What follows belongs to an exercise in optimizing a design on an open flow for small area, a short achievable clock period and few clock cycles per item; a production flow would make more cautious choices. Only simulation tests tie the RTL to the original design; equivalence was not proved. Power and IR drop assume default switching activity.

sierra:
Design SSE, start of the top module:
module SSE (
	input  logic        clk,
	input  logic        rst,
	input  logic        in_valid,
	input  logic        in_last,
	input  logic [31:0] A,
	input  logic [31:0] B,
	output logic        in_ready,
	output logic        out_valid,
	output logic [31:0] Y
);
	localparam logic [31:0] NAN = 32'h7f800001;
	logic v0, v2, v3, v4, v5;
	logic l0, l2, l3, l4, l5;
	always_ff @(posedge clk) begin
		if (rst) begin
			in_ready <= 0;
			{v0, v2, v3, v4, v5} <= 0;
		end
		else begin
			in_ready <= 1;
			v0 <= in_valid & in_ready;
			{v2, v3, v4, v5} <= {v0, v2, v3, v4};
		end
		{l0, l2, l3, l4, l5} <= {in_last, l0, l2, l3, l4};
	end
	logic        sA, sB;
	logic [7:0]  eA, eB;
	logic [22:0] fA, fB;
	assign {sA, eA, fA} = A;
	assign {sB, eB, fB} = B;
	logic nanA, nanB, infA, infB, zA, zB;
	assign nanA = (&eA) & (|fA);
	assign nanB = (&eB) & (|fB);
	assign infA = (&eA) & ~(|fA);
	assign infB = (&eB) & ~(|fB);
	assign zA = ~(|eA);
	assign zB = ~(|eB);
	logic        spec;
	logic [31:0] sval;
	always_comb begin
		spec = 1;
		if (nanA | nanB) sval = NAN;
		else if (infA & infB) sval = (sA == sB) ? A : NAN;
		else if (infA) sval = A;
		else if (infB) sval = B;
		else if (zA & zB) sval = 0;
		else if (zA) sval = {~sB, B[30:0]};
		else if (zB) sval = A;
		else begin
			spec = 0;
  ...
==> flow/config.mk <==
export PLATFORM = sky130hd
export DESIGN_NAME = SSE
export DESIGN_NICKNAME = SSE
export VERILOG_FILES = /design/flow/design.v
export SDC_FILE = /design/flow/constraint.sdc
export NUM_CORES = 4
export LEC_CHECK = 0
export CAP_MARGIN = 20
export CORE_MARGIN = 2
export CORE_UTILIZATION = 55
export CTS_CLUSTER_DIAMETER = 100
export CTS_CLUSTER_SIZE = 30
export PLACE_DENSITY = 0.72
export SETUP_SLACK_MARGIN = 5
export SLEW_MARGIN = 20
export SYNTH_HIERARCHICAL = 1
export SYNTH_MINIMUM_KEEP_SIZE = 0
==> flow/constraint.sdc <==
create_clock -name core_clock -period 10.0 [get_ports {clk}]
set_input_delay 2.0000 -clock core_clock [delete_from_list [all_inputs] [get_ports {clk}]]
set_output_delay 2.0000 -clock core_clock [all_outputs]
set_load 0.01 [all_outputs]
standard.sh (not shown) runs the stock make flow with config.mk's settings and CLKGATE_MAP_FILE= SYNTH_SCRIPT=/design/flow/synth_recipe.tcl, a recipe that flattens the netlist after the stock synthesis.
==> flow/flow/run.sh <==
#!/bin/bash
set -euo pipefail
bash standard.sh SETUP_SLACK_MARGIN=6.0 "BUFFER_PORTS_ARGS=-buffer_cell sky130_fd_sc_hd__buf_1" finish > standard.log 2>&1
Testbench counts of sierra, summed over its fixed seeds: cycles 8,146, items 8,082.
Input changes introduced in lagoon (baseline for comparison: sierra):
Settings: CORE_UTILIZATION changed from 55 to 40; PLACE_DENSITY changed from 0.72 to 0.6.
==> flow/flow/run.sh <==
#!/bin/bash
set -euo pipefail
bash standard.sh SETUP_SLACK_MARGIN=5.6 "BUFFER_PORTS_ARGS=-buffer_cell sky130_fd_sc_hd__buf_1" finish > standard.log 2>&1
- lagoon vs sierra, HPWL reported at the end of detailed placement went up by about 4.7%.
- Comparing via count for sierra and lagoon, the bigger number came from sierra.
- Between sierra and lagoon, the overall power is higher for sierra.
- On wire length of the first global-routing pass: between sierra and lagoon, it ends up higher for lagoon.
- Cmp sierra and lagoon / sequential portion of the cell area / lower: sierra
- Of sierra and lagoon, lagoon shows the lower met1 track demand over resource, with sierra above it.
- Relative to sierra, the cell area after layout measured on lagoon has decreased by a few percent.

---

Setup of quartz:
SSE, a different RTL version from the one above (not shown whole).
For scale: roughly 3900 cells after synthesis, roughly 360 flip-flops, about 100 I/O pins.
==> flow/design.v (excerpt) <==
module SSE (
	input  logic        clk,
	input  logic        rst,
	input  logic        in_valid,
	input  logic        in_last,
	input  logic [31:0] A,
	input  logic [31:0] B,
	output logic        in_ready,
	output logic        out_valid,
	output logic [31:0] Y
);
Settings: LEC_CHECK=0, CAP_MARGIN=20, CORE_MARGIN=2, CORE_UTILIZATION=40, PLACE_DENSITY=0.6, SETUP_SLACK_MARGIN=5, SLEW_MARGIN=20; clock period 10.0 ns.
==> flow/flow/run.sh <==
#!/bin/bash
set -euo pipefail
bash standard.sh SETUP_SLACK_MARGIN=6.3 finish > standard.log 2>&1
Testbench counts of quartz, summed over its fixed seeds: cycles 8,146, items 8,082.
diff inputs: quartz => violet
==> flow/run.sh (new file) <==
#!/bin/bash
# synth_recipe.tcl (not shown) runs the flow's synth.tcl, then flattens the netlist and writes it again
# the make line also repeats each setting of config.mk as NAME=value (left out here)
make -C /OpenROAD-flow-scripts/flow DESIGN_CONFIG=/design/flow/config.mk WORK_HOME=/design/flow/orfs CLKGATE_MAP_FILE= SYNTH_SCRIPT=/design/flow/synth_recipe.tcl finish
removed: flow/flow/run.sh
removed: flow/standard.sh
Notes after the runs:
- Comparing violet and quartz, the higher post-CTS repair timing setup buffer count was measured on quartz.
- In summary, violet completed successfully, with a layout that passed the timing, design-rule and antenna checks.
- As far as power dissipated in the clock network is concerned, violet and quartz perform about the same.
- Fmax ended up 10% lower on violet than on quartz.
- Min met3 routing resource usage after global routing across violet and quartz: violet
- Comparing violet and quartz, the lower final cycle utilization of the critical path was measured on quartz.
- Per the comparison of violet with quartz, final hold slack held steady, worst setup slack shrank by 500 ps, relative contribution of the clock network to total power grew by 0.6 points.
diff inputs: violet => juniper
==> flow/flow/run.sh (new file) <==
#!/bin/bash
set -euo pipefail
bash standard.sh SETUP_SLACK_MARGIN=6.0 finish > standard.log 2>&1
==> flow/standard.sh (new file) <==
#!/bin/bash
# synth_recipe.tcl (not shown) runs the flow's synth.tcl, then flattens the netlist and writes it again
# the make line also repeats each setting of config.mk as NAME=value (left out here)
make -C /OpenROAD-flow-scripts/flow DESIGN_CONFIG=/design/flow/config.mk WORK_HOME=/design/flow/orfs CLKGATE_MAP_FILE= SYNTH_SCRIPT=/design/flow/synth_recipe.tcl "${@:-finish}"
removed: flow/run.sh
--- outcome ---
On depth of the worst register-to-register path, the lower figure sits with violet, not juniper. Against violet, juniper comes in 2.1 points higher on met2 track utilization from global routing. The final reports for juniper and violet show non-clock buffer count higher in the former.
## Diff of input files: zinc against juniper
# juniper
export LEC_CHECK = 0
export CAP_MARGIN = 20
export CORE_MARGIN = 2
export CORE_UTILIZATION = 40
export PLACE_DENSITY = 0.6
export SETUP_SLACK_MARGIN = 5
export SLEW_MARGIN = 20
create_clock -name core_clock -period 10.0 [get_ports {clk}]
# zinc
export LEC_CHECK = 0
export CAP_MARGIN = 20
export CORE_MARGIN = 2
export CORE_UTILIZATION = 40
export CTS_BUF_LIST = sky130_fd_sc_hd__clkbuf_4 sky130_fd_sc_hd__clkbuf_8
export PLACE_DENSITY = 0.6
export SETUP_SLACK_MARGIN = 5
export SLEW_MARGIN = 20
create_clock -name core_clock -period 10.0 [get_ports {clk}]
==> flow/flow/run.sh <==
#!/bin/bash
set -euo pipefail
bash standard.sh SETUP_SLACK_MARGIN=5.6 finish > standard.log 2>&1
--- outcome ---
zinc finished every step from synthesis to the final layout, and the layout passed the timing, design-rule and antenna checks. [compare] base=juniper new=zinc: number of gates given a new drive strength after cts decreased by 58% relative to the old numbers, area growth from synthesis to layout decreased by 8.4 points relative to the old numbers, combinational cell fraction of total power decreased by 0.4 points relative to the old numbers. Power attributed to combinational cells for zinc: about 5% down relative to juniper. Count of clock-buffer cells in the layout, zinc and juniper: smaller value in juniper.
diff inputs: zinc => xenon
# zinc
export LEC_CHECK = 0
export CAP_MARGIN = 20
export CORE_MARGIN = 2
export CORE_UTILIZATION = 40
export CTS_BUF_LIST = sky130_fd_sc_hd__clkbuf_4 sky130_fd_sc_hd__clkbuf_8
export PLACE_DENSITY = 0.6
export SETUP_SLACK_MARGIN = 5
export SLEW_MARGIN = 20
create_clock -name core_clock -period 10.0 [get_ports {clk}]
# xenon
export LEC_CHECK = 0
export CAP_MARGIN = 20
export CORE_MARGIN = 2
export CORE_UTILIZATION = 40
export PLACE_DENSITY = 0.6
export SETUP_SLACK_MARGIN = 5
export SLEW_MARGIN = 20
create_clock -name core_clock -period 10.0 [get_ports {clk}]
Results
- Delta (xenon minus zinc): buffer share of cell area picked up an extra 0.24 points; cell area picked up an extra 0.41%; largest voltage drop on the vdd net saw little to no change.
- Between xenon and zinc, the wire length reported by the detailed router does not differ in any meaningful way.
- Comparing zinc and xenon, static leakage is higher on xenon.
- As far as post-synthesis instance area goes, xenon and zinc are indistinguishable; the numbers are identical.
- Area growth from synthesis to final layout, zinc and xenon, higher one = xenon.
- On area of the die, zinc and xenon are basically level.
- Compared with zinc, in xenon flip-flop and latch share of the layout cell area roughly the same, via count lower.

-- separate check: timing with driven ports --
No port has a modelled driver above. Below, the same layouts with a new extraction and two added sets of constraints. Step 1 sets driving cells, clkbuf_16 on the clock port and buf_2 on the other inputs (assumed; they add their load-dependent delay and slew). Step 2 moves the port delays by t, midway between the first and last clock arrival at a register: inputs arrive t later, outputs are due t later. That takes back most of the time a late clock gives input paths. Three values: ideal ports, drivers, drivers and shift; two values: the first two.
run	t, ns	setup WS [ns]	worst setup path at the end	clock arrival spread, ns	worst slew at a driven data input, ns
sierra	0.635	5.977 / 5.977 / 5.483	input to register	0.030 / 0.029	0.04
lagoon	0.649	5.796 / 5.796 / 5.198	input to register	0.070 / 0.071	0.08
quartz	0.654	5.660 / 5.660 / 5.126	input to register	0.024 / 0.024	0.06
violet	0.637	5.157 / 5.157 / 4.576	input to register	0.022 / 0.021	0.05
juniper	0.654	5.568 / 5.568 / 5.067	input to register	0.024 / 0.024	0.06
zinc	0.708	5.610 / 5.610 / 5.029	input to register	0.033 / 0.033	0.05
xenon	0.651	5.615 / 5.615 / 5.066	input to register	0.030 / 0.031	0.05
After both steps every run listed still meets setup and hold. The setup slack of lagoon, which loses most, moves by 0.000 ns with the drivers and by -0.598 ns with both steps.
